Background: an optimization exercise with open tools, aiming at small area. Do not read the settings as production practice. Function was checked by simulation only, so behaviour that the tests miss may differ from the original. Power figures rest on the tool's default switching activity, not on a simulated workload.

[design/flow/config.mk]
export PLATFORM = sky130hd
export DESIGN_NAME = SAL_DDR_CTRL
export DESIGN_NICKNAME = SAL_DDR_CTRL
export VERILOG_FILES = /design/flow/design.v
export SDC_FILE = /design/flow/constraint.sdc
export NUM_CORES = 4
export LEC_CHECK = 0
export CAP_MARGIN = 20
export CORE_MARGIN = 2
export CORE_UTILIZATION = 40
export PLACE_DENSITY = 0.6
export SLEW_MARGIN = 20
[design/flow/constraint.sdc]
create_clock -name core_clock -period 8.0 [get_ports {clk}]
set_input_delay 1.6000 -clock core_clock [delete_from_list [all_inputs] [get_ports {clk}]]
set_output_delay 1.6000 -clock core_clock [all_outputs]
set_load 0.01 [all_outputs]
[design/flow/design.v]
module SAL_DDR_CTRL
(
    input                       clk,
    input                       rst_n,
    input                       arvalid,
    output  wire                arready,
    input   [3:0]               arid,
    input   [31:0]              araddr,
    input   [3:0]               arlen,
    input   [2:0]               arsize,
    input   [1:0]               arburst,
    input                       awvalid,
    output  wire                awready,
    input   [3:0]               awid,
    input   [31:0]              awaddr,
    input   [3:0]               awlen,
    input   [2:0]               awsize,
    input   [1:0]               awburst,
    input                       wvalid,
    output  wire                wready,
    input   [3:0]               wid,
    input   [127:0]             wdata,
    input   [15:0]              wstrb,
    input                       wlast,
    output  wire                bvalid,
    input                       bready,
    output  wire [3:0]          bid,
    output  wire [1:0]          bresp,
    output  wire                rvalid,
    input                       rready,
    output  wire [3:0]          rid,
    output  wire [127:0]        rdata,
    output  wire [1:0]          rresp,
    output  wire                rlast,
    output  wire                dfi_cke,
    output  wire [1:0]          dfi_cs_n,
    output  wire                dfi_ras_n,
    output  wire                dfi_cas_n,
    output  wire                dfi_we_n,
    output  wire [2:0]          dfi_ba,
    output  wire [13:0]         dfi_addr,
    output  wire                dfi_odt,
    output  wire                dfi_wrdata_en,
    output  wire [127:0]        dfi_wrdata,
    output  wire [15:0]         dfi_wrdata_mask,
    output  wire                dfi_rddata_en,
    input   [127:0]             dfi_rddata,
    input                       dfi_rddata_valid,
    input   [15:0]              dfi_rddata_dnv
);
    wire                        act_g, rd_g, wr_g, pre_g;
    wire    [1:0]               pre_ba;
    reg     [2:0]               aw_wp, aw_rp;
    reg     [25:0]              aw_mem [0:3];
    wire                        aw_full     = (aw_wp[2] != aw_rp[2]) & (aw_wp[1:0] == aw_rp[1:0]);
    wire                        aw_empty    = (aw_wp == aw_rp);
    wire                        aw_push     = awvalid & ~aw_full;
    wire    [25:0]              aw_head     = aw_mem[aw_rp[1:0]];
    assign  awready             = ~aw_full;
    always @(posedge clk)
        if (~rst_n) begin
            aw_wp               <= 3'd0;
            aw_rp               <= 3'd0;
        end
        else begin
            if (aw_push)
                aw_wp               <= aw_wp + 3'd1;
            if (wr_g)
                aw_rp               <= aw_rp + 3'd1;
        end
    genvar gi;
    generate
        for (gi=0; gi<4; gi=gi+1) begin : AWM
            always @(posedge clk)
                if (aw_push & (aw_wp[1:0] == gi))
                    aw_mem[gi]          <= awaddr[28:3];
        end
    endgenerate
    reg     [3:0]               w_wp, w_rp;
    wire                        w_full      = (w_wp[3] != w_rp[3]) & (w_wp[2:0] == w_rp[2:0]);
    wire                        w_empty     = (w_wp == w_rp);
    wire                        w_push      = wvalid & ~w_full;
    wire                        w_pop       = dfi_wrdata_en & ~w_empty;
    wire                        wlast_hs    = w_push & wlast;
    assign  wready              = ~w_full;
    always @(posedge clk)
        if (~rst_n) begin
            w_wp                <= 4'd0;
            w_rp                <= 4'd0;
        end
        else begin
            if (w_push)
                w_wp                <= w_wp + 4'd1;
            if (w_pop)
                w_rp                <= w_rp + 4'd1;
        end
    reg     [8*144-1:0]         w_mem;
    reg     [143:0]             w_out;
    generate
        for (gi=0; gi<8; gi=gi+1) begin : WM
            always @(posedge clk)
                if (w_push & (w_wp[2:0] == gi))
                    w_mem[gi*144+:144]  <= {wdata, ~wstrb};
        end
    endgenerate
    always @(*) begin
        w_out = 144'd0;
        for (int i=0; i<8; i=i+1)
            w_out = w_out | (w_mem[i*144+:144] & {144{w_rp[2:0] == i}});
    end
    assign  {dfi_wrdata, dfi_wrdata_mask} = w_out;
    reg     [2:0]               w_trans_cnt;
    always @(posedge clk)
        if (~rst_n)
            w_trans_cnt         <= 3'd0;
        else if (wlast_hs & ~wr_g)
            w_trans_cnt         <= w_trans_cnt + 3'd1;
        else if (~wlast_hs & wr_g)
            w_trans_cnt         <= w_trans_cnt - 3'd1;
    wire                        aw2_valid   = ~aw_empty & (w_trans_cnt != 3'd0);
    reg     [3:0]               b_wp, b_rp;
    reg     [3:0]               b_mem [0:7];
    wire                        b_full      = (b_wp[3] != b_rp[3]) & (b_wp[2:0] == b_rp[2:0]);
    wire                        b_empty     = (b_wp == b_rp);
    always @(posedge clk)
        if (~rst_n) begin
            b_wp                <= 4'd0;
            b_rp                <= 4'd0;
        end
        else begin
            if (wlast_hs & ~b_full)
                b_wp                <= b_wp + 4'd1;
            if (bready & ~b_empty)
                b_rp                <= b_rp + 4'd1;
        end
    generate
        for (gi=0; gi<8; gi=gi+1) begin : BM
            always @(posedge clk)
                if (wlast_hs & (b_wp[2:0] == gi))
                    b_mem[gi]           <= wid;
        end
    endgenerate
    assign  bvalid              = ~b_empty;
    assign  bid                 = b_mem[b_rp[2:0]];
    assign  bresp               = 2'b00;
    reg     [4:0]               wsr;
    always @(posedge clk)
        if (~rst_n)
            wsr                 <= 5'd0;
        else
            wsr                 <= {wsr[3:0], 1'b0} | {3'd0, wr_g, wr_g};
    assign  dfi_wrdata_en       = wsr[4];
    wire                        req_wr      = aw2_valid;
    wire                        req_v       = aw2_valid | arvalid;
    wire    [25:0]              req_a       = aw2_valid ? aw_head : araddr[28:3];
    wire    [1:0]               req_ba      = req_a[11:10];
    wire    [13:0]              req_ra      = req_a[25:12];
    wire    [9:0]               req_ca      = req_a[9:0];
    reg     [3:0]               bopen;
    reg     [3:0]               lastwr;
    reg     [4:0]               rc      [0:3];
    reg     [4:0]               ro      [0:3];
    reg     [13:0]              cur_ra  [0:3];
    wire    [3:0]               b_active, b_rcz, b_hit, pre_req;
    generate
        for (gi=0; gi<4; gi=gi+1) begin : BK
            wire    sel         = req_v & (req_ba == gi);
            wire    ras_met     = (rc[gi] <= 5'd6);
            wire    pre_ok      = lastwr[gi] ? (ro[gi] <= 5'd20) : (ro[gi] <= 5'd29);
            assign  b_active[gi] = bopen[gi] & (rc[gi] < 5'd18) & (ro[gi] != 5'd31);
            assign  b_rcz[gi]   = ~bopen[gi] & (rc[gi] == 5'd0);
            assign  b_hit[gi]   = (cur_ra[gi] == req_ra);
            assign  pre_req[gi] = b_active[gi] & ras_met
                                & (sel ? (~b_hit[gi] & pre_ok) : (ro[gi] == 5'd0));
            wire    act_b       = act_g & (req_ba == gi);
            wire    rd_b        = rd_g  & (req_ba == gi);
            wire    wr_b        = wr_g  & (req_ba == gi);
            wire    pre_b       = pre_g & (pre_ba == gi);
            always @(posedge clk)
                if (~rst_n) begin
                    bopen[gi]           <= 1'b0;
                    lastwr[gi]          <= 1'b0;
                    rc[gi]              <= 5'd0;
                    ro[gi]              <= 5'd0;
                end
                else begin
                    if (act_b)
                        bopen[gi]           <= 1'b1;
                    else if (pre_b)
                        bopen[gi]           <= 1'b0;
                    if (wr_b)
                        lastwr[gi]          <= 1'b1;
                    else if (rd_b)
                        lastwr[gi]          <= 1'b0;
                    if (act_b)
                        rc[gi]              <= 5'd21;
                    else if (pre_b)
                        rc[gi]              <= (rc[gi] == 5'd6) ? 5'd5 : 5'd4;
                    else if (rc[gi] != 5'd0)
                        rc[gi]              <= rc[gi] - 5'd1;
                    if (rd_b | wr_b)
                        ro[gi]              <= 5'd31;
                    else if (ro[gi] != 5'd0)
                        ro[gi]              <= ro[gi] - 5'd1;
                end
            always @(posedge clk)
                if (act_b)
                    cur_ra[gi]          <= req_ra;
        end
    endgenerate
    reg     [1:0]               rrd_cnt;
    reg                         ccd_busy;
    reg     [1:0]               rtw_cnt;
    reg     [3:0]               wtr_cnt;
    wire                        hit_c       = req_v & b_active[req_ba] & b_hit[req_ba];
    assign  act_g               = req_v & b_rcz[req_ba] & (rrd_cnt == 2'd0);
    assign  rd_g                = hit_c & ~req_wr & ~ccd_busy & (wtr_cnt == 4'd0);
    assign  wr_g                = hit_c &  req_wr & ~ccd_busy & (rtw_cnt == 2'd0);
    assign  pre_g               = ~act_g & ~rd_g & ~wr_g & (|pre_req);
    assign  pre_ba              = pre_req[0] ? 2'd0 :
                                  pre_req[1] ? 2'd1 :
                                  pre_req[2] ? 2'd2 : 2'd3;
    always @(posedge clk)
        if (~rst_n) begin
            rrd_cnt             <= 2'd0;
            ccd_busy            <= 1'b0;
            rtw_cnt             <= 2'd0;
            wtr_cnt             <= 4'd0;
        end
        else begin
            if (act_g)
                rrd_cnt             <= 2'd2;
            else if (rrd_cnt != 2'd0)
                rrd_cnt             <= rrd_cnt - 2'd1;
            ccd_busy            <= rd_g | wr_g;
            if (rd_g)
                rtw_cnt             <= 2'd3;
            else if (rtw_cnt != 2'd0)
                rtw_cnt             <= rtw_cnt - 2'd1;
            if (wr_g)
                wtr_cnt             <= 4'd8;
            else if (wtr_cnt != 4'd0)
                wtr_cnt             <= wtr_cnt - 4'd1;
        end
    assign  arready             = rd_g;
    reg                         cmd_cs_n, cmd_ras_n, cmd_we_n;
    reg     [1:0]               cmd_ba;
    reg     [13:0]              cmd_addr;
    always @(posedge clk) begin
        cmd_cs_n            <= ~(act_g | rd_g | wr_g | pre_g);
        cmd_ras_n           <= rd_g | wr_g;
        cmd_we_n            <= act_g | rd_g;
        cmd_ba              <= pre_g ? pre_ba : req_ba;
        cmd_addr            <= act_g ? req_ra : {4'd0, req_ca};
    end
    assign  dfi_cke             = 1'b1;
    assign  dfi_cs_n            = {1'b1, cmd_cs_n};
    assign  dfi_ras_n           = cmd_ras_n;
    assign  dfi_cas_n           = ~cmd_ras_n;
    assign  dfi_we_n            = cmd_we_n;
    assign  dfi_ba              = {1'b0, cmd_ba};
    assign  dfi_addr            = cmd_addr;
    assign  dfi_odt             = 1'b0;
    reg     [6:0]               rsr;
    always @(posedge clk)
        if (~rst_n)
            rsr                 <= 7'd0;
        else
            rsr                 <= {rsr[5:0], 1'b0} | {5'd0, rd_g, rd_g};
    assign  dfi_rddata_en       = rsr[6];
    reg     [1:0]               ri_wp, ri_rp;
    reg     [3:0]               ri_mem [0:3];
    reg                         rbeat;
    wire                        r_hs        = rvalid & rready;
    always @(posedge clk)
        if (~rst_n) begin
            ri_wp               <= 2'd0;
            ri_rp               <= 2'd0;
            rbeat               <= 1'b0;
        end
        else begin
            if (rd_g)
                ri_wp               <= ri_wp + 2'd1;
            if (r_hs & rbeat)
                ri_rp               <= ri_rp + 2'd1;
            if (r_hs)
                rbeat               <= ~rbeat;
        end
    generate
        for (gi=0; gi<4; gi=gi+1) begin : RIM
            always @(posedge clk)
                if (rd_g & (ri_wp == gi))
                    ri_mem[gi]          <= arid;
        end
    endgenerate
    assign  rid                 = ri_mem[ri_rp];
    assign  rlast               = rbeat;
    assign  rresp               = 2'b00;
    reg     [3:0]               r_wp, r_rp;
    wire                        r_full      = (r_wp[3] != r_rp[3]) & (r_wp[2:0] == r_rp[2:0]);
    wire                        r_empty     = (r_wp == r_rp);
    always @(posedge clk)
        if (~rst_n) begin
            r_wp                <= 4'd0;
            r_rp                <= 4'd0;
        end
        else begin
            if (dfi_rddata_valid & ~r_full)
                r_wp                <= r_wp + 4'd1;
            if (r_hs)
                r_rp                <= r_rp + 4'd1;
        end
    reg     [8*128-1:0]         r_mem;
    reg     [127:0]             r_out;
    generate
        for (gi=0; gi<8; gi=gi+1) begin : RM
            always @(posedge clk)
                if (dfi_rddata_valid & (r_wp[2:0] == gi))
                    r_mem[gi*128+:128]  <= dfi_rddata;
        end
    endgenerate
    always @(*) begin
        r_out = 128'd0;
        for (int i=0; i<8; i=i+1)
            r_out = r_out | (r_mem[i*128+:128] & {128{r_rp[2:0] == i}});
    end
    assign  rvalid              = ~r_empty;
    assign  rdata               = r_out;
endmodule  
[design/flow/run.sh]
#!/bin/bash
# synth_recipe.tcl (not shown) runs the flow's synth.tcl, then flattens the netlist and writes it again
# the make line also repeats each setting of config.mk as NAME=value (left out here)
make -C /OpenROAD-flow-scripts/flow DESIGN_CONFIG=/design/flow/config.mk WORK_HOME=/design/flow/orfs CLKGATE_MAP_FILE= SYNTH_SCRIPT=/design/flow/synth_recipe.tcl finish
==> implementation parameters, run 1 <==
Parameter                              Value

Die
  Number of core rows ... 176
  Core area ... 230000 um^2
  Die Outline Area ... 235000 um^2
  Horiz. Die Dim ... 485 um
  Die Ht ... 485 um
  Effective utilization at floorplan ... 40.2%
  # IOs ... 707

Yosys
  Async set-reset flop share out of synthesis ... 0%
  Top FF cell, synth ... edfxtp_1
  Number of flops mapped to enable cells by yosys ... 2384
  Mapped Avg Cell Area ... 19.2 um^2
  Yosys cell types ... 73
  #FFs+latches synth ... 2510
  Sequential share of the synthesized area ... 80.2%
  Synthesis Warnings ... 7
  Mapped cell area ... 92500 um^2
  Number of cells produced by synthesis ... 4821

Worst hold path
  Beginning of the worst hold path ... wsr[0]$_SDFF_PN0_
  Worst hold path cell count ... 2
  Type of the tightest min-delay check ... reg -> reg

Cells and area
  Most common cell after layout, fill and taps aside ... edfxtp_1
  Area Overhead vs Synth ... 19.9%
  Commonest non-fill, non-tap cells in the layout ... edfxtp_1 (2384), clkdlybuf4s50_1 (648), a222oi_1 (562)
  Ratio of cells with drive above 1 in the final layout ... 8.74%
  Core Util, Final ... 48.2%
  Net count of the finished layout ... 5968

STA
  Summed negative setup slack over all endpoints ... 0 ns
  Clock skew after layout ... 0.0619 ns
  Normalized max-slew margin ... 16.8%
  Time the worst path needs with I/O delays and setup ... 7.19 ns
  Transition time of the tightest slew-check pin ... 1.25 ns
  Count of pins over their slew limit ... 0
  Crit path setup slack, layout ... 0.811 ns
  Fraction of the cycle the final worst path needs ... 89.9%
  Unrepaired setup endpoints after global routing ... false
  Final number of setup-violating endpoints ... 0
  Fmax ... 139 MHz
  Hold_ws ... 0.396 ns
  Hold Vio Cnt, Final ... 0

Clocking
  # hold bufs at CTS ... 0
  CTS Root Cell ... clkbuf_16
  Clock transition at the registers of the reported paths ... 0.06 ns
  CTS Sinks ... 2510
  Clock tree from TritonCTS ... done
  CTS buffer count ... 280
  Clock insertion delay at the later pin of the skew report ... 0.94 ns
  Number of H-tree levels ... 5
  Buffer levels on the longest clock path ... 4
  Number of resized instances in the post-cts repair step ... 0
  # Post-CTS Setup Buffers ... 0

Worst setup path
  Cell chain of the critical path ... inv_1 -> ha_1 -> buf_4 -> a21oi_1 -> a221oi_1 -> a22oi_4 -> xnor2_1 -> nor4_1 -> nand4_1 -> o22ai_4 -> o211ai_2 -> buf_4 -> inv_1 -> clkdlybuf4s50_1
  Worst EP required ... 6.40 ns
  Worst setup path start ... aw_rp[0]$_SDFFE_PN0P_
  Crit path capture type ... output pin
  Worst-path cell with the longest stage delay ... ha_1
  CP Launch Type ... flip-flop
  Crit Path Max Fanout ... 25
  Highest cell delay on the worst timing path ... 0.79 ns
  R2R cell count ... 9
  Worst setup path category ... reg -> out
  Startpoint of the worst register-to-register path ... aw_wp[0]$_SDFFE_PN0P_
  Data arrival time of the critical path ... 5.59 ns

Global route
  Met3 track demand over resource ... 4.41%
  Pin count of the biggest net entering global routing ... 178
  Via count of the first global-routing pass ... 50869
  Number of antenna violations at the first check in global routing ... 47
  Total congestion overflow ... 0
  Met2 track utilization from global routing ... 31.2%
  First-pass GRT wire length ... 342000 um
  Busiest metal layer after global routing ... met2
  GR Util All Layers ... 19.4%
  Global-route track usage on met1 ... 25.7%

Place
  HPWL Detailed ... 124000 um
  Placer Congestion ... 0.765
  Worst-case setup slack after placement ... 1.42 ns
  Number of buffers added on ports ... 648

Drt
  Count of unresolved DRC violations after routing ... 0
  Detailed router's first-iteration violation count ... 6198
  Number of vias per cell ... 5.83
  Remaining number of nets flagged by the antenna check after routing ... 0
  Via total after detailed routing ... 50846
  Detailed-router iteration count before antenna repair ... 10
  Final WL ... 236000 um
  Per-cell routed wire length ... 27.0 um

Job
  MaxCap Viol Count ... 0

Run status
  Run status ... complete, no violations

Power
  Max VDD drop ... 0.000241 V
  Total Power ... 0.0311 W
  Pwr dens ... 280 nW/um^2
  Reported leakage power ... 37.2 nW
==> kinds of logic (layout without fill, tap and decap cells) <==
family / after synthesis / in the layout / share of synthesized area (%)
other: 2 / 31 / 0.00812
buffers and inverters: 437 / 1287 / 1.83
and+or+nand+nor: 307 / 307 / 1.71
adders and majority gates: 81 / 81 / 1.10
DFF: 2510 / 2510 / 80.2
AOI/OAI and AO/OA: 1068 / 1068 / 10.8
xor gates and xnor gates: 109 / 109 / 1.03
muxes: 307 / 307 / 3.33
==> registers in the layout (all words and copies together), names as in the netlist, 7 cells and up <==
name and count:
aw_mem 104, b_mem 32, cmd_addr 14, cur_ra 56, r_mem 1024, rc 20
ri_mem 16, ro 20, rsr 7, w_mem 1152
==> worst max-delay path, delay by kind of cell (launching register included) <==
kind | cells | cell delay [ns]
compound gates | 5 | 1.18
xor+xnor | 1 | 0.19
fa+ha+maj | 1 | 0.79
buf+inv | 5 | 1.38
flops | 1 | 0.35
simple gates | 2 | 0.78
==> final timing paths <==
check                          endpoint  slack [ns]
hold / removal        wsr[1]$_SDFF_PN0_        0.40
setup reg to reg  rc[0][0]$_SDFFE_PN0P_        3.04
hold reg to reg       wsr[1]$_SDFF_PN0_        0.40
setup / recovery                arready        0.81
==> Yosys cell counts, types with 5 or more instances <==
cell	number	area, um^2
dfxtp_1	126	2520
ha_1	80	1000
a22oi_2	12	150
o31ai_1	6	45.0
nand2b_1	7	43.8
nor4_1	19	119
a211oi_1	6	45.0
a221oi_1	20	175
and2_1	26	163
xor2_1	30	263
nand3_1	9	45.0
o21a_1	9	67.6
mux2_2	5	56.3
xnor2_1	79	692
or3_1	10	62.6
and3_1	24	150
nor2_1	106	398
nor2b_1	5	31.3
o211ai_1	10	75.1
a21oi_1	90	450
inv_1	108	405
edfxtp_1	2384	71600
nand2_1	43	161
nor3_1	24	120
a211o_1	6	52.6
buf_4	9	67.6
a221o_1	272	2720
a22oi_1	17	128
clkbuf_1	274	1030
mux2i_1	302	3020
buf_1	38	143
a222oi_1	562	5630
o21ai_0	21	105
nand4_1	13	81.3
==> power breakdown <==
| part | total, W | switching [W] | internal (W) |
|---|---|---|---|
| Sequential | 0.0152 | 0.000227 | 0.0149 |
| Combinational | 0.00402 | 0.00223 | 0.00180 |
| Clock | 0.0119 | 0.00490 | 0.00697 |
==> routing by layer <==
metal | routed length [um] | up-vias
met5 | 181 | -
met4 | 7010 | 28
met3 | 18400 | 378
met2 | 114000 | 2055
met1 | 96100 | 26306
li1 | - | 22079
==> final cells by class <==
class	count	area [um^2]
Clock buffer	346	7400
Tap cell	3026	3790
Timing Repair Buffer	713	7270
Clock inverter	117	942
Sequential cell	2510	74100
Fill cell	19135	119000
Inverter	111	432
Multi-Input combinational cell	1880	16900
Antenna cell	23	57.6
==> through the flow <==
step	cell area (um^2)	cells
global route	111000	8721
CTS	111000	8703
floorplan	92500	4827
detailed placement	102000	8240
global placement	102000	8240
finish	111000	8726
==> run 2: changes to the inputs <==
--- a/design/flow/design.v
+++ b/design/flow/design.v
@@ -76,37 +76,43 @@
                     aw_mem[gi]          <= awaddr[28:3];
         end
     endgenerate
-    reg     [3:0]               w_wp, w_rp;
-    wire                        w_full      = (w_wp[3] != w_rp[3]) & (w_wp[2:0] == w_rp[2:0]);
-    wire                        w_empty     = (w_wp == w_rp);
+    reg     [7:0]               w_wp, w_rp;
+    reg     [3:0]               w_cnt;
+    wire                        w_full      = w_cnt[3];
+    wire                        w_empty     = (w_cnt == 4'd0);
     wire                        w_push      = wvalid & ~w_full;
     wire                        w_pop       = dfi_wrdata_en & ~w_empty;
     wire                        wlast_hs    = w_push & wlast;
     assign  wready              = ~w_full;
     always @(posedge clk)
         if (~rst_n) begin
-            w_wp                <= 4'd0;
-            w_rp                <= 4'd0;
+            w_wp                <= 8'd1;
+            w_rp                <= 8'd1;
+            w_cnt               <= 4'd0;
         end
         else begin
             if (w_push)
-                w_wp                <= w_wp + 4'd1;
+                w_wp                <= {w_wp[6:0], w_wp[7]};
             if (w_pop)
-                w_rp                <= w_rp + 4'd1;
+                w_rp                <= {w_rp[6:0], w_rp[7]};
+            if (w_push & ~w_pop)
+                w_cnt               <= w_cnt + 4'd1;
+            else if (~w_push & w_pop)
+                w_cnt               <= w_cnt - 4'd1;
         end
     reg     [8*144-1:0]         w_mem;
     reg     [143:0]             w_out;
     generate
         for (gi=0; gi<8; gi=gi+1) begin : WM
             always @(posedge clk)
-                if (w_push & (w_wp[2:0] == gi))
+                if (w_push & w_wp[gi])
                     w_mem[gi*144+:144]  <= {wdata, ~wstrb};
         end
     endgenerate
     always @(*) begin
         w_out = 144'd0;
         for (int i=0; i<8; i=i+1)
-            w_out = w_out | (w_mem[i*144+:144] & {144{w_rp[2:0] == i}});
+            w_out = w_out | (w_mem[i*144+:144] & {144{w_rp[i]}});
     end
     assign  {dfi_wrdata, dfi_wrdata_mask} = w_out;
     reg     [2:0]               w_trans_cnt;
@@ -296,33 +302,40 @@
     assign  rid                 = ri_mem[ri_rp];
     assign  rlast               = rbeat;
     assign  rresp               = 2'b00;
-    reg     [3:0]               r_wp, r_rp;
-    wire                        r_full      = (r_wp[3] != r_rp[3]) & (r_wp[2:0] == r_rp[2:0]);
-    wire                        r_empty     = (r_wp == r_rp);
+    reg     [7:0]               r_wp, r_rp;
+    reg     [3:0]               r_cnt;
+    wire                        r_full      = r_cnt[3];
+    wire                        r_empty     = (r_cnt == 4'd0);
+    wire                        r_push      = dfi_rddata_valid & ~r_full;
     always @(posedge clk)
         if (~rst_n) begin
-            r_wp                <= 4'd0;
-            r_rp                <= 4'd0;
+            r_wp                <= 8'd1;
+            r_rp                <= 8'd1;
+            r_cnt               <= 4'd0;
         end
         else begin
-            if (dfi_rddata_valid & ~r_full)
-                r_wp                <= r_wp + 4'd1;
+            if (r_push)
+                r_wp                <= {r_wp[6:0], r_wp[7]};
             if (r_hs)
-                r_rp                <= r_rp + 4'd1;
+                r_rp                <= {r_rp[6:0], r_rp[7]};
+            if (r_push & ~r_hs)
+                r_cnt               <= r_cnt + 4'd1;
+            else if (~r_push & r_hs)
+                r_cnt               <= r_cnt - 4'd1;
         end
     reg     [8*128-1:0]         r_mem;
     reg     [127:0]             r_out;
     generate
         for (gi=0; gi<8; gi=gi+1) begin : RM
             always @(posedge clk)
-                if (dfi_rddata_valid & (r_wp[2:0] == gi))
+                if (dfi_rddata_valid & r_wp[gi])
                     r_mem[gi*128+:128]  <= dfi_rddata;
         end
     endgenerate
     always @(*) begin
         r_out = 128'd0;
         for (int i=0; i<8; i=i+1)
-            r_out = r_out | (r_mem[i*128+:128] & {128{r_rp[2:0] == i}});
+            r_out = r_out | (r_mem[i*128+:128] & {128{r_rp[i]}});
     end
     assign  rvalid              = ~r_empty;
     assign  rdata               = r_out;
--- a/design/flow/config.mk
+++ b/design/flow/config.mk
@@ -7,6 +7,8 @@
 export LEC_CHECK = 0
 export CAP_MARGIN = 20
 export CORE_MARGIN = 2
-export CORE_UTILIZATION = 40
-export PLACE_DENSITY = 0.6
+export CORE_UTILIZATION = 60
+export CTS_CLUSTER_DIAMETER = 60
+export CTS_CLUSTER_SIZE = 30
+export PLACE_DENSITY = 0.75
 export SLEW_MARGIN = 20
==> implementation parameters, run 2 <==
Parameter                              Value

Worst setup path
  Worst EP required ... 6.40 ns (about the same)
  Worst setup path category ... reg -> out
  Data arrival time of the critical path ... 5.59 ns (about the same)
  Minimum setup slack among reg-to-reg paths ... 2.71 ns (-0.33 ns)
  R2R cell count ... 17 (+8)
  CP Launch Type ... flip-flop
  Crit path capture type ... output pin
  Startpoint of the worst register-to-register path ... aw_rp[0]$_SDFFE_PN0P_
  Endpoint of the worst-slack reg-to-reg timing path ... w_trans_cnt[2]$_SDFFE_PN0P_
  Crit Path Max Fanout ... 24 (-4.0%)

Yosys
  Synthesis Warnings ... 7 (unchanged)
  Number of cells produced by synthesis ... 5142 (+6.7%)
  Sequential share of the synthesized area ... 81.1% (+0.97 points)
  Yosys cell types ... 69 (-5.5%)
  Mapped cell area ... 91900 um^2 (-0.56%)
  Share of the synthesized area in the top cell type ... 77.9% (+0.43 points)
  Top FF cell, synth ... edfxtp_1
  Number of flops mapped to enable cells by yosys ... 2384 (unchanged)
  Yosys top cell by area ... edfxtp_1
  #FFs+latches synth ... 2534 (+0.96%)
  Cell types with the largest area share after synthesis ... edfxtp_1 (78%), a22oi_1 (9.0%), dfxtp_1 (3.3%)
  Most instantiated cells after synthesis ... edfxtp_1 (2384), a22oi_1 (1104), nand4_1 (289)
  Mapped Avg Cell Area ... 17.9 um^2 (-6.8%)
  Async set-reset flop share out of synthesis ... 0% (unchanged)
  Dominant cell by count in the synthesized netlist ... edfxtp_1

Drt
  Per-cell routed wire length ... 28.2 um (+4.4%)
  Detailed-router iteration count before antenna repair ... 7 (-3)
  Number of vias per cell ... 6.53 (+12%)
  Remaining number of nets flagged by the antenna check after routing ... 0 (unchanged)
  Via total after detailed routing ... 51391 (+1.1%)
  Detailed router's first-iteration violation count ... 5221 (-16%)
  Final WL ... 222000 um (-5.8%)
  Count of unresolved DRC violations after routing ... 0 (unchanged)

STA
  Fraction of the cycle the final worst path needs ... 89.8% (about the same)
  Final number of setup-violating endpoints ... 0 (unchanged)
  Hold_ws ... 0.435 ns (+0.0392 ns)
  Time the worst path needs with I/O delays and setup ... 7.19 ns (-0.00255 ns)
  Hold Vio Cnt, Final ... 0 (unchanged)
  Fmax ... 139 MHz (about the same)
  Count of pins over their slew limit ... 0 (unchanged)
  Transition time of the tightest slew-check pin ... 1.22 ns (-0.0281 ns)
  Summed negative setup slack over all endpoints ... 0 ns (unchanged)
  Normalized max-slew margin ... 18.7% (+1.9 points)
  Unrepaired setup endpoints after global routing ... false
  Clock skew after layout ... 0.0270 ns (-0.0349 ns)

Clocking
  CTS Sinks ... 2534 (+0.96%)
  Clock tree from TritonCTS ... done
  # Post-CTS Setup Buffers ... 0 (unchanged)
  Clock transition at the registers of the reported paths ... 0.08 ns (+0.02 ns)
  Clock insertion delay at the later pin of the skew report ... 0.82 ns (-0.12 ns)
  Buffer levels on the longest clock path ... 3 (-1)
  Number of resized instances in the post-cts repair step ... 0 (unchanged)
  CTS buffer count ... 140 (-50%)
  # hold bufs at CTS ... 0 (unchanged)
  Number of H-tree levels ... 4 (-1)
  CTS Root Cell ... clkbuf_16

Cells and area
  Design Area, Final ... 106000 um^2 (-4.7%)
  Area Overhead vs Synth ... 14.9%
  Fill cell total of the finished layout ... 9588 (-50%)
  Ratio of cells with drive above 1 in the final layout ... 6.47% (-2.3 points)
  Net count of the finished layout ... 6152 (+3.1%)
  Largest registers ... w_mem: 1152 flops, r_mem: 1024 flops, aw_mem: 104 flops
  Most common cell after layout, fill and taps aside ... edfxtp_1
  Commonest non-fill, non-tap cells in the layout ... edfxtp_1 (2384), a22oi_1 (1104), clkdlybuf4s50_1 (647)
  Register with the most flip-flops ... w_mem
  Max FFs per register ... 1152 (unchanged)

Run status
  Run status ... complete, no violations

Die
  Horiz. Die Dim ... 395 um (-18%)
  Die Outline Area ... 156000 um^2 (-33%)
  Effective utilization at floorplan ... 60.5% (+20 points)
  Number of core rows ... 143 (-19%)
  Core area ... 152000 um^2 (-34%)
  Die Ht ... 395 um (-18%)
  # IOs ... 707 (unchanged)

Power
  Pwr dens ... 261 nW/um^2 (-6.7%)
  Max VDD drop ... 0.000198 V (-18%)
  Clock power frac ... 30.0% (-8.2 points)
  Share of power burned in combinational logic ... 14.0% (+1.0 points)
  Flop pwr share ... 56.0% (+7.2 points)
  Reported leakage power ... 33.1 nW (-11%)
  Net load switching power ... 0.00698 W (-5.2%)
  Switch share ... 25.3% (+1.6 points)
  Internal Power ... 0.0206 W (-13%)

Place
  Placer Congestion ... 0.814 (+6.3%)
  HPWL Detailed ... 119000 um (-4.2%)
  Post-detailed-placement cell area ... 101000 um^2 (-1.8%)
  Number of buffers added on ports ... 648 (unchanged)

Global route
  First-pass GRT wire length ... 325000 um (-5.0%)
  Number of antenna violations at the first check in global routing ... 82 (+74%)
  GR Util All Layers ... 27.9% (+8.6 points)
  Via count of the first global-routing pass ... 50813 (-0.11%)
  Pin count of the biggest net entering global routing ... 147 (-17%)
  Total congestion overflow ... 0 (unchanged)

Worst hold path
  Worst Hold End ... rsr[4]$_SDFF_PN0_
  Type of the tightest min-delay check ... reg -> reg
  Worst hold path cell count ... 1 (-1)
  Beginning of the worst hold path ... rsr[3]$_SDFF_PN0_

Job
  MaxCap Viol Count ... 0 (unchanged)
run 2: cell families (layout without fill, tap and decap cells):
kind of cell	count (synthesis)	count (layout)	share of synthesized area (%)
AND/OR/NAND/NOR	630	630	3.75
other	2	39	0.00817
adder cells (fa/ha/maj)	65	65	0.909
multiplexers	40	40	0.452
AO/OA/AOI/OAI	1357	1357	11.0
flip-flops	2534	2534	81.1
XOR/XNOR	100	100	0.953
buffers and inverters	414	1075	1.76
run 2: area by class of cell:
type,instances,area (um^2),share of cell area [%]
repair buffers,713,7210,6.83
clock inverters,104,1350,1.28
diodes,31,77.6,0.0734
inverters,107,437,0.413
flip-flops and latches,2534,74700,70.7
multi-input cells,2200,15800,14.9
well taps,2030,2540,2.40
clock buffers,151,3590,3.40
run 2: worst max-delay path, cell delays in order, from the launching register on:
cell             delay (ns)
dfxtp_1                0.35
inv_1                  0.13
ha_1                   0.71
buf_4                  0.40
a21oi_1                0.08
a221oi_1               0.35
a22oi_2                0.22
xnor2_1                0.20
nor4_1                 0.41
nand4_1                0.34
o22a_1                 0.36
a211oi_2               0.56
clkdlybuf4s50_1        0.65
run 2: power groups by stage:
stage / Sequential (W) / Clock [W] / Combinational [W]
3_3_place_gp: 0.0157 / 0 / 0.00376
5_1_grt: 0.0155 / 0.00885 / 0.00415
4_1_cts: 0.0155 / 0.00839 / 0.00385
2_1_floorplan: 0.0157 / 0 / 0.00199
3_5_place_dp: 0.0158 / 0 / 0.00383
6_report: 0.0155 / 0.00828 / 0.00386
run 2: metal layers:
| layer | track usage (%) | share of wire [%] | up-vias |
|---|---|---|---|
| li1 | - | - | 22217 |
| met1 | 37.1 | 38 | 26207 |
| met2 | 44.3 | 47 | 2474 |
| met3 | 8.53 | 11 | 403 |
| met4 | 9.57 | 3.1 | 90 |
| met5 | 0 | 0.25 | - |
run 2: worst max-delay path by stage:
stage / from / to
final: aw_rp[0]$_SDFFE_PN0P_ / arready
after detailed placement: araddr[19] / arready
after floorplan: wvalid / w_mem[1008]$_DFFE_PP_
after global routing: aw_rp[0]$_SDFFE_PN0P_ / arready
after global placement: araddr[19] / arready
after CTS: aw_rp[0]$_SDFFE_PN0P_ / arready
run 2: stage by stage:
stage	setup slack [ns]	cells	total power, W	util, %
global route	0.515	7860	0.0285	69.4
global placement	1.58	7583	0.0195	66.2
detailed placement	1.56	7583	0.0196	66.2
CTS	0.865	7838	0.0277	69.4
finish	0.814	7870	0.0276	69.5
floorplan	2.31	5148	0.0177	-
==> run 3: changes to the inputs <==
--- a/design/flow/config.mk
+++ b/design/flow/config.mk
@@ -7,8 +7,8 @@
 export LEC_CHECK = 0
 export CAP_MARGIN = 20
 export CORE_MARGIN = 2
-export CORE_UTILIZATION = 60
-export CTS_CLUSTER_DIAMETER = 60
-export CTS_CLUSTER_SIZE = 30
-export PLACE_DENSITY = 0.75
+export CORE_UTILIZATION = 70
+export CTS_CLUSTER_DIAMETER = 50
+export CTS_CLUSTER_SIZE = 36
+export PLACE_DENSITY = 0.85
 export SLEW_MARGIN = 20
==> implementation parameters, run 3 <==
Parameter                              Value

Power
  Net load switching power ... 0.00765 W (+9.7%)
  Internal Power ... 0.0211 W (+2.5%)
  Pwr dens ... 271 nW/um^2 (+3.6%)
  Clock power frac ... 32.5% (+2.5 points)
  Share of power burned in combinational logic ... 13.7% (-0.3 points)
  Total Power ... 0.0288 W (+4.3%)
  Reported leakage power ... 33.6 nW (+1.5%)
  Switch share ... 26.6% (+1.3 points)
  Max VDD drop ... 0.000259 V (+31%)
  Flop pwr share ... 53.9% (-2.1 points)

Worst setup path
  Crit path capture type ... output pin
  Data arrival time of the critical path ... 5.19 ns (-0.40 ns)
  Crit Path Max Fanout ... 14 (-42%)
  Worst setup path category ... reg -> out
  CP Launch Type ... flip-flop
  Worst EP required ... 6.40 ns (about the same)
  Worst setup path start ... aw_wp[0]$_SDFFE_PN0P_
  Startpoint of the worst register-to-register path ... aw_rp[0]$_SDFFE_PN0P_

Global route
  Via count of the first global-routing pass ... 53280 (+4.9%)
  GR Util All Layers ... 34.7% (+6.8 points)
  First-pass GRT wire length ... 346000 um (+6.4%)
  Total congestion overflow ... 0 (unchanged)
  Number of antenna violations at the first check in global routing ... 67 (-18%)
  Pin count of the biggest net entering global routing ... 147 (unchanged)

Die
  Effective utilization at floorplan ... 70.7% (+10 points)
  Core area ... 130000 um^2 (-15%)
  Horiz. Die Dim ... 366 um (-7.3%)
  Number of core rows ... 132 (-7.7%)
  Die Ht ... 366 um (-7.3%)
  Die Outline Area ... 134000 um^2 (-14%)
  # IOs ... 707 (unchanged)

STA
  Summed negative setup slack over all endpoints ... 0 ns (unchanged)
  Hold Vio Cnt, Final ... 0 (unchanged)
  Normalized max-slew margin ... 26.7% (+8.0 points)
  Count of pins over their slew limit ... 0 (unchanged)
  Unrepaired setup endpoints after global routing ... false
  Time the worst path needs with I/O delays and setup ... 6.79 ns (-0.400 ns)
  Transition time of the tightest slew-check pin ... 1.10 ns (-0.120 ns)
  Final number of setup-violating endpoints ... 0 (unchanged)
  Fraction of the cycle the final worst path needs ... 84.8% (-5.0 points)
  Fmax ... 147 MHz (+5.9%)
  Clock skew after layout ... 0.0429 ns (+0.0159 ns)

Yosys
  #FFs+latches synth ... 2534 (unchanged)
  Sequential share of the synthesized area ... 81.1% (unchanged)
  Mapped Avg Cell Area ... 17.9 um^2 (unchanged)
  Share of the synthesized area in the top cell type ... 77.9% (unchanged)
  Dominant cell by count in the synthesized netlist ... edfxtp_1
  Number of flops mapped to enable cells by yosys ... 2384 (unchanged)
  Async set-reset flop share out of synthesis ... 0% (unchanged)
  Most instantiated cells after synthesis ... edfxtp_1 (2384), a22oi_1 (1104), nand4_1 (289)
  Yosys top cell by area ... edfxtp_1
  Number of cells produced by synthesis ... 5142 (unchanged)
  Synthesis Warnings ... 7 (unchanged)
  Cell types with the largest area share after synthesis ... edfxtp_1 (78%), a22oi_1 (9.0%), dfxtp_1 (3.3%)
  Yosys cell types ... 69 (unchanged)
  Mapped cell area ... 91900 um^2 (unchanged)
  Top FF cell, synth ... edfxtp_1

Cells and area
  Most common cell after layout, fill and taps aside ... edfxtp_1
  Fill cell total of the finished layout ... 5865 (-39%)
  Commonest non-fill, non-tap cells in the layout ... edfxtp_1 (2384), a22oi_1 (1104), clkdlybuf4s50_1 (647)
  Core Util, Final ... 81.8% (+12 points)
  Area Overhead vs Synth ... 15.7%
  Ratio of cells with drive above 1 in the final layout ... 7.32% (+0.85 points)
  Largest registers ... w_mem: 1152 flops, r_mem: 1024 flops, aw_mem: 104 flops
  Net count of the finished layout ... 6173 (+0.34%)
  Design Area, Final ... 106000 um^2 (+0.67%)
  Max FFs per register ... 1152 (unchanged)
  Count of placed standard cells in the final layout, fillers left out ... 7661 (-2.7%)
  Register with the most flip-flops ... w_mem

Clocking
  CTS Root Cell ... clkbuf_16
  CTS Sinks ... 2534 (unchanged)
  # Post-CTS Setup Buffers ... 0 (unchanged)
  Clock transition at the registers of the reported paths ... 0.09 ns (about the same)
  Number of resized instances in the post-cts repair step ... 0 (unchanged)
  CTS buffer count ... 163 (+16%)
  Number of H-tree levels ... 4 (unchanged)
  Buffer levels on the longest clock path ... 3 (unchanged)
  # hold bufs at CTS ... 0 (unchanged)
  Clock insertion delay at the later pin of the skew report ... 0.83 ns (about the same)
  Clock tree from TritonCTS ... done

Run status
  Run status ... complete, no violations

Place
  Post-detailed-placement cell area ... 100000 um^2 (-0.39%)
  Number of buffers added on ports ... 648 (unchanged)
  Placed Cells incl. Taps ... 7294 (-3.8%)
  Placer Congestion ... 0.837 (+2.9%)
  HPWL Detailed ... 123000 um (+4.0%)

Worst hold path
  Beginning of the worst hold path ... rsr[2]$_SDFF_PN0_
  Type of the tightest min-delay check ... reg -> reg

Drt
  Via total after detailed routing ... 54424 (+5.9%)
  Final WL ... 240000 um (+8.1%)
  Detailed router's first-iteration violation count ... 8194 (+57%)
  Remaining number of nets flagged by the antenna check after routing ... 0 (unchanged)
  Number of vias per cell ... 7.10 (+8.8%)
  Detailed-router iteration count before antenna repair ... 6 (-1)
  Count of unresolved DRC violations after routing ... 0 (unchanged)
  Per-cell routed wire length ... 31.4 um (+11%)

Job
  MaxCap Viol Count ... 0 (unchanged)
-- run 3: cell counts after synthesis --
No cell type changed its count.
-- run 3: per-layer routing --
layer,global-route usage [%],wire length (um)
met5,0,287
met2,55.2,116000
met1,44.8,80800
met4,15.5,11100
met3,10.6,31900
-- run 3: area by class of cell --
cell class,instances,area [um^2],share of cell area (%)
Multi-Input combinational cell,2200,15800,14.8
Inverter,107,437,0.411
Clock buffer,175,4260,4.01
Sequential cell,2534,74700,70.2
Clock inverter,130,1720,1.62
Tap cell,1742,2180,2.05
Timing Repair Buffer,711,7170,6.74
Antenna cell,62,155,0.146
-- run 3: power by group through the flow --
stage | Combinational, W | Sequential, W | Clock, W
6_report | 0.00394 | 0.0155 | 0.00935
5_1_grt | 0.00416 | 0.0156 | 0.00982
4_1_cts | 0.00388 | 0.0155 | 0.00937
3_5_place_dp | 0.00381 | 0.0158 | 0
3_3_place_gp | 0.00369 | 0.0157 | 0
2_1_floorplan | 0.00199 | 0.0157 | 0
-- run 3: kinds of logic after synthesis --
family / synth area share [%]
compound gates: 11.0
xor+xnor: 0.953
fa+ha+maj: 0.909
buf+inv: 1.76
flops: 81.1
mux: 0.452
other cells: 0.00817
simple gates: 3.75
-- run 3: critical path, stage by stage (launching register included) --
cell             delay (ns)
dfxtp_1                0.39
xnor2_1                0.41
nand3_2                0.60
a22oi_2                0.70
xnor2_1                0.14
nor4_1                 0.45
nand4_1                0.30
o22a_1                 0.32
a211oi_2               0.24
buf_4                  0.25
clkdlybuf4s50_1        0.57
-- run 3: path summary, 6_finish.rpt --
kind	depth (start not counted)	end	slack, ns
max	10	arready	1.21
max reg2reg	11	bopen[3]$_SDFFE_PN0P_	2.90
min reg2reg	1	rsr[3]$_SDFF_PN0_	0.44
min	1	rsr[3]$_SDFF_PN0_	0.44
-- run 3: through the flow --
| stage | worst slack [ns] | hold WS (ns) |
|---|---|---|
| 2_1_floorplan | 2.31 | 0.412 |
| 3_3_place_gp | 1.79 | 0.418 |
| 3_5_place_dp | 1.74 | 0.420 |
| 4_1_cts | 1.25 | 0.435 |
| 5_1_grt | 1.01 | 0.442 |
| 6_report | 1.21 | 0.438 |
==> run 4: changes to the inputs <==
==> design/flow/flow/run.sh (new file) <==
#!/bin/bash
set -uo pipefail
bash standard.sh \
  'BUFFER_PORTS_ARGS=-buffer_cell sky130_fd_sc_hd__buf_1' \
  'CTS_ARGS=-sink_clustering_enable -repair_clock_nets -sink_clustering_size 18 -sink_clustering_max_diameter 50 -dont_use_dummy_load -buf_list sky130_fd_sc_hd__clkbuf_8' \
  finish > standard_flow.log 2>&1
==> design/flow/standard.sh (new file) <==
#!/bin/bash
# synth_recipe.tcl (not shown) runs the flow's synth.tcl, then flattens the netlist and writes it again
# the make line also repeats each setting of config.mk as NAME=value (left out here)
make -C /OpenROAD-flow-scripts/flow DESIGN_CONFIG=/design/flow/config.mk WORK_HOME=/design/flow/orfs CLKGATE_MAP_FILE= SYNTH_SCRIPT=/design/flow/synth_recipe.tcl "${@:-finish}"
--- a/design/flow/config.mk
+++ b/design/flow/config.mk
@@ -7,8 +7,8 @@
 export LEC_CHECK = 0
 export CAP_MARGIN = 20
 export CORE_MARGIN = 2
-export CORE_UTILIZATION = 70
-export CTS_CLUSTER_DIAMETER = 50
-export CTS_CLUSTER_SIZE = 36
-export PLACE_DENSITY = 0.85
+export CORE_UTILIZATION = 65
+export CTS_CLUSTER_DIAMETER = 60
+export CTS_CLUSTER_SIZE = 30
+export PLACE_DENSITY = 0.8
 export SLEW_MARGIN = 20
removed: design/flow/run.sh
==> implementation parameters, run 4 <==
Parameter                              Value

Run status
  Run status ... complete, no violations

Die
  # IOs ... 707 (unchanged)
  Core area ... 141000 um^2 (+8.4%)
  Horiz. Die Dim ... 380 um (+3.7%)
  Number of core rows ... 138 (+4.5%)
  Die Outline Area ... 144000 um^2 (+7.6%)
  Die Ht ... 380 um (+3.7%)
  Effective utilization at floorplan ... 65.3% (-5.5 points)

Yosys
  #FFs+latches synth ... 2534 (unchanged)
  Synth Area in Compound Gates ... 11.0% (unchanged)
  Async set-reset flop share out of synthesis ... 0% (unchanged)
  Yosys top cell by area ... edfxtp_1
  Mux share of post-synthesis cell area ... 0.452% (unchanged)
  Yosys cell types ... 69 (unchanged)
  Main combinational cell family by area after synthesis ... compound AO/OA/AOI/OAI gates
  Most instantiated cells after synthesis ... edfxtp_1 (2384), a22oi_1 (1104), nand4_1 (289)
  Number of cells produced by synthesis ... 5142 (unchanged)
  Cell types with the largest area share after synthesis ... edfxtp_1 (78%), a22oi_1 (9.0%), dfxtp_1 (3.3%)
  Xor-xnor portion of the synthesized cell area ... 0.953% (unchanged)
  Mapped Avg Cell Area ... 17.9 um^2 (unchanged)
  Dominant cell by count in the synthesized netlist ... edfxtp_1
  Mapped cell area ... 91900 um^2 (unchanged)
  Number of flops mapped to enable cells by yosys ... 2384 (unchanged)
  Share of the synthesized area in the top cell type ... 77.9% (unchanged)
  Sequential share of the synthesized area ... 81.1% (unchanged)
  Area fraction in and, or, nand and nor cells after synthesis ... 3.75% (unchanged)
  Adder-cell area share of the yosys netlist ... 0.909% (unchanged)
  Top FF cell, synth ... edfxtp_1
  Synthesis Warnings ... 7 (unchanged)

Cells and area
  Max FFs per register ... 1152 (unchanged)
  Ratio of cells with drive above 1 in the final layout ... 5.63% (-1.7 points)
  Design Area, Final ... 98900 um^2 (-7.0%)
  Register with the most flip-flops ... w_mem
  Net count of the finished layout ... 6199 (+0.42%)
  Largest registers ... w_mem: 1152 flops, r_mem: 1024 flops, aw_mem: 104 flops
  Area Overhead vs Synth ... 7.55%
  Fill cell total of the finished layout ... 8542 (+46%)
  Area occupied by multi-input gates ... 15800 um^2 (unchanged)
  Register cell area after layout ... 74700 um^2 (unchanged)
  Most common cell after layout, fill and taps aside ... edfxtp_1
  Commonest non-fill, non-tap cells in the layout ... edfxtp_1 (2384), a22oi_1 (1104), buf_1 (647)

STA
  Time the worst path needs with I/O delays and setup ... 6.71 ns (-0.0752 ns)
  Summed negative setup slack over all endpoints ... 0 ns (unchanged)
  Hold_ws ... 0.382 ns (-0.0563 ns)
  Normalized max-slew margin ... 23.4% (-3.3 points)
  Hold Vio Cnt, Final ... 0 (unchanged)
  Final number of setup-violating endpoints ... 0 (unchanged)
  Clock skew after layout ... 0.102 ns (+0.0594 ns)
  Unrepaired setup endpoints after global routing ... false
  Fraction of the cycle the final worst path needs ... 83.9% (-0.94 points)
  Transition time of the tightest slew-check pin ... 1.15 ns (+0.0494 ns)
  Count of pins over their slew limit ... 0 (unchanged)
  Fmax ... 149 MHz (+1.1%)

Drt
  Number of vias per cell ... 6.72 (-5.4%)
  Via total after detailed routing ... 51511 (-5.4%)
  Per-cell routed wire length ... 28.4 um (-9.5%)
  Count of unresolved DRC violations after routing ... 0 (unchanged)
  Detailed router's first-iteration violation count ... 5985 (-27%)
  Detailed-router iteration count before antenna repair ... 8 (+2)
  Final WL ... 218000 um (-9.4%)
  Remaining number of nets flagged by the antenna check after routing ... 0 (unchanged)

Power
  Pwr dens ... 246 nW/um^2 (-9.0%)
  Max VDD drop ... 0.000215 V (-17%)
  Net load switching power ... 0.00615 W (-20%)
  Internal Power ... 0.0182 W (-14%)
  Reported leakage power ... 30.3 nW (-9.9%)
  Flop pwr share ... 63.5% (+9.6 points)
  Switch share ... 25.2% (-1.3 points)
  Share of power burned in combinational logic ... 13.2% (-0.5 points)
  Clock power frac ... 23.3% (-9.2 points)

Worst setup path
  CP Launch Type ... flip-flop
  Minimum setup slack among reg-to-reg paths ... 2.84 ns (-0.06 ns)
  Crit path capture type ... output pin
  Worst setup path category ... reg -> out
  Crit Path Max Fanout ... 14 (unchanged)
  Data arrival time of the critical path ... 5.11 ns (-0.08 ns)
  Worst EP required ... 6.40 ns (about the same)

Clocking
  CTS buffer count ... 182 (+12%)
  Clock tree from TritonCTS ... done
  CTS Root Cell ... clkbuf_8
  Number of H-tree levels ... 4 (unchanged)
  CTS Sinks ... 2534 (unchanged)
  # Post-CTS Setup Buffers ... 0 (unchanged)
  Clock transition at the registers of the reported paths ... 0.10 ns (about the same)
  # hold bufs at CTS ... 0 (unchanged)
  Buffer levels on the longest clock path ... 3 (unchanged)
  Clock insertion delay at the later pin of the skew report ... 0.96 ns (+0.13 ns)
  Number of resized instances in the post-cts repair step ... 0 (unchanged)

Place
  Number of buffers added on ports ... 648 (unchanged)
  Placer Congestion ... 0.818 (-2.2%)
  HPWL Detailed ... 122000 um (-1.0%)
  Post-detailed-placement cell area ... 96300 um^2 (-3.9%)

Global route
  Pin count of the biggest net entering global routing ... 135 (-8.2%)
  Total congestion overflow ... 0 (unchanged)
  Via count of the first global-routing pass ... 51262 (-3.8%)
  GR Util All Layers ... 29.9% (-4.8 points)
  First-pass GRT wire length ... 323000 um (-6.8%)
  Number of antenna violations at the first check in global routing ... 64 (-4.5%)

Worst hold path
  Type of the tightest min-delay check ... reg -> reg

Job
  MaxCap Viol Count ... 0 (unchanged)
-- run 4: changes by cell type in the layout (fill, tap and decap cells not counted), sizes merged, moves of 9 or more --
cell and change:
buf +653, clkinv -51, diode -26, inv -66
clkinvlp -9, clkdlybuf4s50 -647
-- run 4: path summary, 6_finish.rpt --
path,from,end,cells past startpoint
max,aw_rp[1]$_SDFFE_PN0P_,arready,11
min,rsr[5]$_SDFF_PN0_,rsr[6]$_SDFF_PN0_,1
max reg2reg,aw_rp[1]$_SDFFE_PN0P_,w_trans_cnt[2]$_SDFFE_PN0P_,16
min reg2reg,rsr[5]$_SDFF_PN0_,rsr[6]$_SDFF_PN0_,1
-- run 4: routing by layer --
layer	global-route usage, %	wire, um	vias to the layer above
met5	0	376	-
met1	39.6	79300	25942
li1	-	-	22129
met4	11.8	7610	58
met3	8.58	26200	447
met2	47.5	104000	2935
-- run 4: cell families (layout without fill, tap and decap cells) --
kind of cell    count (synthesis)  count (layout)
flops                        2534            2534
other cells                     2              44
fa+ha+maj                      65              65
mux                            40              40
simple gates                  630             630
xor+xnor                      100             100
compound gates               1357            1357
buf+inv                       414            1007
-- run 4: layout make-up --
cell class                      instances  area share (%)
Sequential cell                      2534            75.5
Multi-Input combinational cell       2200            16.0
Timing Repair Buffer                  718            3.07
Clock buffer                          182            2.53
Tap cell                             1890            2.39
Inverter                              107           0.452
Antenna cell                           36          0.0911
-- run 4: power groups by stage --
| stage | logic (W) | registers (W) | clock network (W) |
|---|---|---|---|
| 2_1_floorplan | 0.00199 | 0.0157 | 0 |
| 3_3_place_gp | 0.00311 | 0.0157 | 0 |
| 3_5_place_dp | 0.00320 | 0.0158 | 0 |
| 4_1_cts | 0.00321 | 0.0155 | 0.00574 |
| 5_1_grt | 0.00351 | 0.0155 | 0.00615 |
| 6_report | 0.00322 | 0.0155 | 0.00567 |
-- run 4: worst max-delay path, stage by stage, from the launching register on --
cell	delay, ns
dfxtp_1	0.42
ha_1	0.63
buf_4	0.36
a21oi_1	0.11
a221oi_1	0.51
a22oi_4	0.18
xnor2_1	0.18
nor4_1	0.44
nand4_1	0.36
o22a_1	0.36
a211oi_2	0.47
buf_1	0.20
-- run 4: per-stage QoR --
stage,util (%),total power (W),setup slack (ns),std cells
after detailed placement,68.3,0.0190,2.27,7449
final,70.2,0.0244,1.29,7667
after CTS,70.1,0.0244,1.24,7631
after global placement,68.3,0.0188,2.39,7449
after floorplan,-,0.0177,2.31,5148
after global routing,70.2,0.0252,1.12,7657
==> run 5: changes to the inputs <==
==> design/flow/flow/run.sh (replaced) <==
#!/bin/bash
set -uo pipefail
bash standard.sh \
  'BUFFER_PORTS_ARGS=-buffer_cell sky130_fd_sc_hd__buf_1' \
  'CTS_ARGS=-sink_clustering_enable -repair_clock_nets -sink_clustering_size 30 -sink_clustering_max_diameter 60 -dont_use_dummy_load -buf_list {sky130_fd_sc_hd__clkbuf_8 sky130_fd_sc_hd__clkbuf_16}' \
  finish > standard_flow.log 2>&1
==> implementation parameters, run 5 <==
Parameter                              Value

Run status
  Run status ... complete, no violations

Drt
  M1 WL ... 79800 um (+0.66%)
  Amount of wire on met3 after detailed routing ... 25600 um (-2.4%)
  Highest metal layer with signal wires ... met5
  Final WL ... 219000 um (+0.64%)
  Detailed router's first-iteration violation count ... 5898 (-1.5%)
  Remaining number of nets flagged by the antenna check after routing ... 0 (unchanged)
  Per-cell routed wire length ... 28.7 um (+1.2%)
  Number of vias per cell ... 6.76 (+0.59%)
  Count of unresolved DRC violations after routing ... 0 (unchanged)
  Via total after detailed routing ... 51519 (+0.016%)
  Detailed-router iteration count before antenna repair ... 6 (-2)
  Routed met2 length ... 105000 um (+1.1%)

Yosys
  #FFs+latches synth ... 2534 (unchanged)
  Cell types with the largest area share after synthesis ... edfxtp_1 (78%), a22oi_1 (9.0%), dfxtp_1 (3.3%)
  Mapped Avg Cell Area ... 17.9 um^2 (unchanged)
  Async set-reset flop share out of synthesis ... 0% (unchanged)
  Dominant cell by count in the synthesized netlist ... edfxtp_1
  Sequential share of the synthesized area ... 81.1% (unchanged)
  Most instantiated cells after synthesis ... edfxtp_1 (2384), a22oi_1 (1104), nand4_1 (289)
  Number of cells produced by synthesis ... 5142 (unchanged)
  Number of flops mapped to enable cells by yosys ... 2384 (unchanged)
  Yosys top cell by area ... edfxtp_1
  Mapped cell area ... 91900 um^2 (unchanged)
  Top FF cell, synth ... edfxtp_1
  Yosys cell types ... 69 (unchanged)
  Synthesis Warnings ... 7 (unchanged)
  Share of the synthesized area in the top cell type ... 77.9% (unchanged)

Worst setup path
  Worst EP required ... 6.40 ns (about the same)
  Worst-path cell with the longest stage delay ... ha_1
  Worst setup path category ... reg -> out
  Worst setup path start ... aw_rp[0]$_SDFFE_PN0P_
  Highest cell delay on the worst timing path ... 0.63 ns (about the same)
  Endpoint of the worst-slack reg-to-reg timing path ... w_trans_cnt[2]$_SDFFE_PN0P_
  CP Launch Type ... flip-flop
  Startpoint of the worst register-to-register path ... aw_rp[0]$_SDFFE_PN0P_
  Crit Path Max Fanout ... 14 (unchanged)
  Buf/Inv on CP ... 2 (unchanged)
  R2R cell count ... 16 (unchanged)
  Cell class contributing the biggest share of worst-path delay ... compound AO/OA/AOI/OAI gates
  Crit path capture type ... output pin
  Cell chain of the critical path ... ha_1 -> buf_4 -> a21oi_1 -> a221oi_1 -> a22oi_4 -> xnor2_1 -> nor4_1 -> nand4_1 -> o22a_1 -> a211oi_2 -> buf_1
  Data arrival time of the critical path ... 4.99 ns (-0.12 ns)
  Minimum setup slack among reg-to-reg paths ... 2.76 ns (-0.08 ns)

Die
  Die Outline Area ... 144000 um^2 (unchanged)
  Core area ... 141000 um^2 (unchanged)
  Number of core rows ... 138 (unchanged)
  Horiz. Die Dim ... 380 um (unchanged)
  Effective utilization at floorplan ... 65.3% (unchanged)
  Die Ht ... 380 um (unchanged)
  # IOs ... 707 (unchanged)

STA
  Unrepaired setup endpoints after global routing ... false
  Transition time of the tightest slew-check pin ... 1.15 ns (+0.000292 ns)
  Count of pins over their slew limit ... 0 (unchanged)
  Fraction of the cycle the final worst path needs ... 82.4% (-1.5 points)
  Normalized max-slew margin ... 23.4% (about the same)
  Summed negative setup slack over all endpoints ... 0 ns (unchanged)
  Clock skew after layout ... 0.0800 ns (-0.0223 ns)
  Final number of setup-violating endpoints ... 0 (unchanged)
  Fmax ... 152 MHz (+1.9%)
  Time the worst path needs with I/O delays and setup ... 6.59 ns (-0.123 ns)
  Hold Vio Cnt, Final ... 0 (unchanged)

Power
  Net load switching power ... 0.00624 W (+1.4%)
  Clock power frac ... 26.3% (+3.0 points)
  Total Power ... 0.0254 W (+4.2%)
  Max VDD drop ... 0.000297 V (+38%)
  Pwr dens ... 255 nW/um^2 (+3.3%)
  Share of power burned in combinational logic ... 12.7% (-0.5 points)
  Switch share ... 24.6% (-0.67 points)
  Internal Power ... 0.0191 W (+5.1%)
  Reported leakage power ... 30.6 nW (+1.1%)
  Flop pwr share ... 60.9% (-2.6 points)

Cells and area
  Fill cell total of the finished layout ... 8431 (-1.3%)
  Most common cell after layout, fill and taps aside ... edfxtp_1
  Ratio of cells with drive above 1 in the final layout ... 4.81% (-0.81 points)
  Area Overhead vs Synth ... 8.46%
  Count of placed standard cells in the final layout, fillers left out ... 7623 (-0.57%)
  Max FFs per register ... 1152 (unchanged)
  Net count of the finished layout ... 6150 (-0.79%)
  Commonest non-fill, non-tap cells in the layout ... edfxtp_1 (2384), a22oi_1 (1104), buf_1 (647)
  Largest registers ... w_mem: 1152 flops, r_mem: 1024 flops, aw_mem: 104 flops
  Register with the most flip-flops ... w_mem

Worst hold path
  Worst Hold End ... rsr[4]$_SDFF_PN0_
  Type of the tightest min-delay check ... reg -> reg
  Worst hold path cell count ... 1 (unchanged)
  Beginning of the worst hold path ... rsr[3]$_SDFF_PN0_

Place
  HPWL Detailed ... 122000 um (unchanged)
  Number of buffers added on ports ... 648 (unchanged)
  Placed Cells incl. Taps ... 7449 (unchanged)
  Placer Congestion ... 0.818 (unchanged)

Clocking
  Clock transition at the registers of the reported paths ... 0.07 ns (-0.03 ns)
  Number of H-tree levels ... 4 (unchanged)
  CTS buffer count ... 133 (-27%)
  CTS Root Cell ... clkbuf_16
  # Post-CTS Setup Buffers ... 0 (unchanged)
  Clock tree from TritonCTS ... done
  CTS Sinks ... 2534 (unchanged)
  Clock insertion delay at the later pin of the skew report ... 0.81 ns (-0.15 ns)
  Buffer levels on the longest clock path ... 3 (unchanged)
  Number of resized instances in the post-cts repair step ... 0 (unchanged)
  # hold bufs at CTS ... 0 (unchanged)

Global route
  GR Util All Layers ... 30.0% (+0.072 points)
  Number of antenna violations at the first check in global routing ... 65 (+1.6%)
  Via count of the first global-routing pass ... 50850 (-0.80%)
  Total congestion overflow ... 0 (unchanged)
  Pin count of the biggest net entering global routing ... 135 (unchanged)
  First-pass GRT wire length ... 323000 um (+0.16%)

Job
  MaxCap Viol Count ... 0 (unchanged)
[run 5: logic make-up after synthesis]
family / count (synthesis) / synth area share, %
flip-flops: 2534 / 81.1
AO/OA/AOI/OAI: 1357 / 11.0
AND/OR/NAND/NOR: 630 / 3.75
buffers and inverters: 414 / 1.76
XOR/XNOR: 100 / 0.953
adder cells (fa/ha/maj): 65 / 0.909
multiplexers: 40 / 0.452
other: 2 / 0.00817
[run 5: power groups by stage]
stage               Sequential [W]  Clock (W)  Combinational, W
global route                0.0155    0.00713           0.00352
global placement            0.0157          0           0.00311
detailed placement          0.0158          0           0.00320
CTS                         0.0155    0.00673           0.00322
finish                      0.0155    0.00668           0.00323
floorplan                   0.0157          0           0.00199
[run 5: worst max-delay path by stage]
stage | to | slack [ns] | cells past startpoint
finish | arready | 1.41 | 11
global route | arready | 1.26 | 11
CTS | arready | 1.39 | 11
detailed placement | arready | 2.27 | 11
global placement | arready | 2.39 | 11
floorplan | w_mem[1008]$_DFFE_PP_ | 2.31 | 3
[run 5: per-stage QoR]
step           hold slack [ns]  util, %  worst slack (ns)  area [um^2]
3_3_place_gp             0.416     68.3              2.39        96300
6_report                 0.429     70.8              1.41        99700
5_1_grt                  0.444     70.7              1.26        99700
2_1_floorplan            0.412        -              2.31        92000
4_1_cts                  0.432     70.7              1.39        99600
3_5_place_dp             0.420     68.3              2.27        96300
[run 5: area by class of cell]
type / count / area (um^2) / share of cell area [%]
diodes: 41 / 103 / 0.103
repair buffers: 718 / 3030 / 3.04
inverters: 107 / 447 / 0.448
well taps: 1890 / 2360 / 2.37
multi-input cells: 2200 / 15800 / 15.8
clock buffers: 133 / 3330 / 3.34
flip-flops and latches: 2534 / 74700 / 74.9
[run 5: layer usage]
metal	up-vias	GRT usage, %
met3	446	8.17
li1	22078	-
met1	25843	39.8
met5	-	0
met2	3100	47.6
met4	52	12.3
==> run 6: changes to the inputs <==
==> design/flow/flow/run.sh (replaced) <==
#!/bin/bash
set -uo pipefail
bash standard.sh \
  'BUFFER_PORTS_ARGS=-buffer_cell sky130_fd_sc_hd__buf_1' \
  'CTS_ARGS=-sink_clustering_enable -repair_clock_nets -sink_clustering_size 30 -sink_clustering_max_diameter 60 -dont_use_dummy_load' \
  finish > standard_flow.log 2>&1
==> implementation parameters, run 6 <==
Parameter                              Value

Run status
  Run status ... complete, no violations

Die
  Number of core rows ... 138 (unchanged)
  Horiz. Die Dim ... 380 um (unchanged)
  Effective utilization at floorplan ... 65.3% (unchanged)
  Core area ... 141000 um^2 (unchanged)
  Die Outline Area ... 144000 um^2 (unchanged)

Clocking
  Number of resized instances in the post-cts repair step ... 0 (unchanged)
  # Post-CTS Setup Buffers ... 0 (unchanged)
  Number of H-tree levels ... 4 (unchanged)
  Clock tree from TritonCTS ... done
  Clock insertion delay at the later pin of the skew report ... 0.81 ns (about the same)
  CTS buffer count ... 133 (unchanged)
  # hold bufs at CTS ... 0 (unchanged)

Worst setup path
  Cell class contributing the biggest share of worst-path delay ... compound AO/OA/AOI/OAI gates
  Crit path capture type ... output pin
  Worst setup path category ... reg -> out
  CP Launch Type ... flip-flop
  Cell chain of the critical path ... ha_1 -> buf_4 -> a21oi_1 -> a221oi_1 -> a22oi_4 -> xnor2_1 -> nor4_1 -> nand4_1 -> o22a_1 -> a211oi_2 -> buf_1
  Data arrival time of the critical path ... 4.99 ns (about the same)
  Worst-path cell with the longest stage delay ... ha_1
  Buf/Inv on CP ... 2 (unchanged)

STA
  Count of pins over their slew limit ... 0 (unchanged)
  Fraction of the cycle the final worst path needs ... 82.4% (unchanged)
  Crit path setup slack, layout ... 1.41 ns (unchanged)
  Fmax ... 152 MHz (unchanged)
  Normalized max-slew margin ... 23.4% (unchanged)
  Time the worst path needs with I/O delays and setup ... 6.59 ns (unchanged)
  Summed negative setup slack over all endpoints ... 0 ns (unchanged)
  Transition time of the tightest slew-check pin ... 1.15 ns (unchanged)

Drt
  Per-cell routed wire length ... 28.7 um (unchanged)
  Detailed-router iteration count before antenna repair ... 6 (unchanged)
  Count of unresolved DRC violations after routing ... 0 (unchanged)
  Via total after detailed routing ... 51519 (unchanged)
  Number of vias per cell ... 6.76 (unchanged)
  Remaining number of nets flagged by the antenna check after routing ... 0 (unchanged)

Cells and area
  Area occupied by multi-input gates ... 15800 um^2 (unchanged)
  Largest registers ... w_mem: 1152 flops, r_mem: 1024 flops, aw_mem: 104 flops
  Count of placed standard cells in the final layout, fillers left out ... 7623 (unchanged)
  Net count of the finished layout ... 6150 (unchanged)
  Commonest non-fill, non-tap cells in the layout ... edfxtp_1 (2384), a22oi_1 (1104), buf_1 (647)
  Fill cell total of the finished layout ... 8431 (unchanged)
  Max FFs per register ... 1152 (unchanged)
  Most common cell after layout, fill and taps aside ... edfxtp_1
  Area Overhead vs Synth ... 8.46% (unchanged)

Worst hold path
  Type of the tightest min-delay check ... reg -> reg

Global route
  Pin count of the biggest net entering global routing ... 135 (unchanged)
  Via count of the first global-routing pass ... 50850 (unchanged)
  First-pass GRT wire length ... 323000 um (unchanged)
  GR Util All Layers ... 30.0% (unchanged)
  Number of antenna violations at the first check in global routing ... 65 (unchanged)

Yosys
  Number of flops mapped to enable cells by yosys ... 2384 (unchanged)
  Top FF cell, synth ... edfxtp_1
  Mapped cell area ... 91900 um^2 (unchanged)
  Yosys cell types ... 69 (unchanged)
  Dominant cell by count in the synthesized netlist ... edfxtp_1
  Number of cells produced by synthesis ... 5142 (unchanged)
  Most instantiated cells after synthesis ... edfxtp_1 (2384), a22oi_1 (1104), nand4_1 (289)
  #FFs+latches synth ... 2534 (unchanged)
  Async set-reset flop share out of synthesis ... 0% (unchanged)
  Cell types with the largest area share after synthesis ... edfxtp_1 (78%), a22oi_1 (9.0%), dfxtp_1 (3.3%)
  Synthesis Warnings ... 7 (unchanged)
  Sequential share of the synthesized area ... 81.1% (unchanged)

Place
  Post-detailed-placement cell area ... 96300 um^2 (unchanged)
  Number of buffers added on ports ... 648 (unchanged)
  Placed Cells incl. Taps ... 7449 (unchanged)
  Worst-case setup slack after placement ... 2.27 ns (unchanged)
  HPWL Detailed ... 122000 um (unchanged)

Power
  Pwr dens ... 255 nW/um^2 (unchanged)
  Max VDD drop ... 0.000297 V (unchanged)
  Reported leakage power ... 30.6 nW (unchanged)

Job
  MaxCap Viol Count ... 0 (unchanged)
run 6: cell counts after synthesis:
No cell type changed its count.
run 6: cell families after synthesis:
| group | after synthesis | synth area share (%) |
|---|---|---|
| flip-flops | 2534 | 81.1 |
| AO/OA/AOI/OAI | 1357 | 11.0 |
| AND/OR/NAND/NOR | 630 | 3.75 |
| buffers and inverters | 414 | 1.76 |
| XOR/XNOR | 100 | 0.953 |
| adder cells (fa/ha/maj) | 65 | 0.909 |
| multiplexers | 40 | 0.452 |
| other | 2 | 0.00817 |
run 6: metal layers:
layer,wire length (um),up-vias,global-route usage (%)
li1,-,22078,-
met2,105000,3100,47.6
met4,8000,52,12.3
met3,25600,446,8.17
met5,345,-,0
met1,79800,25843,39.8
run 6: through the flow:
stage	util, %	hold slack (ns)
finish	70.8	0.429
global route	70.7	0.444
floorplan	-	0.412
detailed placement	68.3	0.420
global placement	68.3	0.416
CTS	70.7	0.432
run 6: path summary, 6_finish.rpt:
check | start | end | slack (ns) | depth (start not counted)
min reg2reg | rsr[3]$_SDFF_PN0_ | rsr[4]$_SDFF_PN0_ | 0.43 | 1
max reg2reg | aw_rp[0]$_SDFFE_PN0P_ | w_trans_cnt[2]$_SDFFE_PN0P_ | 2.76 | 16
min | rsr[3]$_SDFF_PN0_ | rsr[4]$_SDFF_PN0_ | 0.43 | 1
max | aw_rp[0]$_SDFFE_PN0P_ | arready | 1.41 | 11
run 6: power breakdown:
part	leakage (nW)	total [W]	internal, W	switching (W)
clock	1.64	0.00668	0.00296	0.00372
sequential	22.9	0.0155	0.0151	0.000345
combinational	6.06	0.00323	0.00106	0.00217
total	30.6	0.0254	0.0191	0.00624
run 6: area by class of cell:
class	count	area share, %
inverter	107	0.448
multi-input combinational	2200	15.8
clock buffer	133	3.34
tap	1890	2.37
timing repair buffer	718	3.04
antenna	41	0.103
sequential	2534	74.9

Check on run 6: ideal ports give 1.412 ns setup slack; a clkbuf_16 on the clock port and buf_2 on the inputs give 1.336 ns; moving port delays by the midpoint clock arrival (0.836 ns) as well gives 2.172 ns.
